Source: an optimization exercise on an open RTL-to-GDS flow (aim: small area, a short achievable clock period and few clock cycles per item). Production flows keep margins and buffers that such runs may drop.
The RTL was checked by simulation tests, not by an equivalence proof against the original design.
Power and IR drop assume default switching activity.

## JAM
module JAM (
input CLK,
input RST,
output [2:0] W,
output [2:0] J,
input [6:0] Cost,
output [3:0] MatchCount,
output [9:0] MinCost,
output Valid );
For scale: about 11000 cells after synthesis, roughly 30 I/O pins.
export LEC_CHECK = 0
export CAP_MARGIN = 20
export CORE_MARGIN = 2
export CORE_UTILIZATION = 40
export CTS_CLUSTER_DIAMETER = 90
export CTS_CLUSTER_SIZE = 25
export SLEW_MARGIN = 20
create_clock -name core_clock -period 12.0 [get_ports {CLK}]
standard.sh (not shown) runs the stock make flow with config.mk's settings and CLKGATE_MAP_FILE= SYNTH_SCRIPT=/design/flow/synth_recipe.tcl, a recipe that flattens the netlist after the stock synthesis.
==> flow/flow/run.sh <==
#!/bin/bash
# Standard layout, except: the timing repair steps aim 8.4 ns above the required
# slack and work on the worst 5% of the endpoints below that, and the port
# buffers are buf_4 cells.
set -euo pipefail
export SETUP_SLACK_MARGIN=8.4
export TNS_END_PERCENT=5
export BUFFER_PORTS_ARGS="-buffer_cell sky130_fd_sc_hd__buf_4"
bash standard.sh > standard.log 2>&1
Testbench counts at the start, summed over its fixed seeds: cycles 804, jobs 12.
Rerun with:
--- a/flow/flow/run.sh
+++ b/flow/flow/run.sh
@@ -2 +2 @@
-# Standard layout, except: the timing repair steps aim 8.4 ns above the required
+# Standard layout, except: the timing repair steps aim 8 ns above the required
@@ -6 +6 @@
-export SETUP_SLACK_MARGIN=8.4
+export SETUP_SLACK_MARGIN=8
- CORE_UTILIZATION: 40 -> 50
Effect: The changed run ran to the end with no violations; final cell count shrinks by 4.6%; sequential power hardly moves; design area shrinks by 2.5%; via count grows by 0.49%; wire length shrinks by 2.2%; global-route usage grows by 8.5 points.
Rerun with:
--- a/flow/flow/run.sh
+++ b/flow/flow/run.sh
@@ -3 +3 @@
-# slack and work on the worst 5% of the endpoints below that, and the port
+# slack and work on the worst 10% of the endpoints below that, and the port
@@ -7 +7 @@
-export TNS_END_PERCENT=5
+export TNS_END_PERCENT=10
- CORE_UTILIZATION: 50 -> 40
Effect:
- register-to-register slack gets better by 0.16 ns
- die area goes up by a quarter to a third
- synthesized area stays the same
- cell count rose by a few percent
- final area came out higher by a few percent
- non-clock buffer count goes up by 126
- synthesized cell count does not change
- core utilization shrinks by 10 points
- via count is higher slightly
- global-route usage shrinks by 7.9 points
- sequential power barely changes
Rerun with:
==> flow/flow/run.sh (replaced) <==
#!/bin/bash
# Standard layout, except: the timing repair steps aim 8.4 ns above the required
# slack and work on the worst 5% of the endpoints below that, and the port
# buffers are buf_4 cells.
set -euo pipefail
export SETUP_SLACK_MARGIN=8.4
export TNS_END_PERCENT=5
export BUFFER_PORTS_ARGS="-buffer_cell sky130_fd_sc_hd__buf_4"
bash standard.sh > standard.log 2>&1
- CORE_UTILIZATION: 40 -> 45
- PLACE_DENSITY: not set -> 0.65
After rerunning: Non-clock buffer count went down by 13; total power is about the same; global-route usage went up by 4.7 points.
Rerun with:
--- a/flow/flow/run.sh
+++ b/flow/flow/run.sh
@@ -2 +2 @@
-# Standard layout, except: the timing repair steps aim 8.4 ns above the required
+# Standard layout, except: the timing repair steps aim 8 ns above the required
@@ -6 +6 @@
-export SETUP_SLACK_MARGIN=8.4
+export SETUP_SLACK_MARGIN=8
- CORE_UTILIZATION: 45 -> 40
- PLACE_DENSITY: 0.65 -> not set
The new run completed with no timing, DRC or antenna violations.
Global-route usage shrinks by 5.0 points.
Power shrinks by 1.8%.
Cell area shrinks by 1.2%.
Die area grows by 12%.
Setup slack is worse by 0.017 ns.
Via count shrinks by 1.0%.
Rerun with:
--- a/flow/flow/run.sh
+++ b/flow/flow/run.sh
@@ -2 +2 @@
-# Standard layout, except: the timing repair steps aim 8 ns above the required
+# Standard layout, except: the timing repair steps aim 8.8 ns above the required
@@ -6 +6 @@
-export SETUP_SLACK_MARGIN=8
+export SETUP_SLACK_MARGIN=8.8
Outcome:
- The changed run produced a clean layout
- clock skew drops by 0.021 ns
- global-route usage came out lower by 0.20 points
- clock-buffer cell count fell by 8
- via count barely changes
- core utilization goes up by 0.52 points
- die area stays the same
- wire length stays flat
- combinational power goes up by about 4%
- synthesized area is unchanged
- critical path depth increases by 1

[re-timing with driven ports]
The flow's constraints put no driver on any port. The routed layouts listed below were extracted and timed again, unchanged, in two steps. Step 1 (the two cells are an assumption about what drives the block):
set clk [get_ports {CLK}]
set_driving_cell -lib_cell sky130_fd_sc_hd__clkbuf_16 $clk
set_driving_cell -lib_cell sky130_fd_sc_hd__buf_2 [delete_from_list [all_inputs] $clk]
Step 2 moves the port delays by t, midway between the first and last clock arrival at a register: inputs arrive t later, outputs are due t later. That takes back most of the time a late clock gives input paths. Slacks: no drivers / after step 1 / after step 2; pairs: no drivers / after step 1.
run	shift t [ns]	setup slack, ns	hold WS [ns]	worst setup path after step 2	latest minus earliest clock arrival (ns)
the first run	0.939	7.694 / 7.694 / 7.694	0.347 / 0.347 / 0.347	register to register	0.055 / 0.056
the second run	0.947	7.511 / 7.511 / 7.511	0.350 / 0.350 / 0.350	register to register	0.052 / 0.052
the third run	0.930	7.676 / 7.676 / 7.676	0.346 / 0.346 / 0.346	register to register	0.068 / 0.069
the fourth run	0.933	7.626 / 7.626 / 7.626	0.347 / 0.347 / 0.347	register to register	0.057 / 0.057
the fifth run	0.926	7.609 / 7.609 / 7.609	0.352 / 0.352 / 0.352	register to register	0.075 / 0.075
the sixth run	0.939	7.643 / 7.643 / 7.643	0.349 / 0.349 / 0.349	register to register	0.054 / 0.054
After both steps every run listed still meets setup and hold.
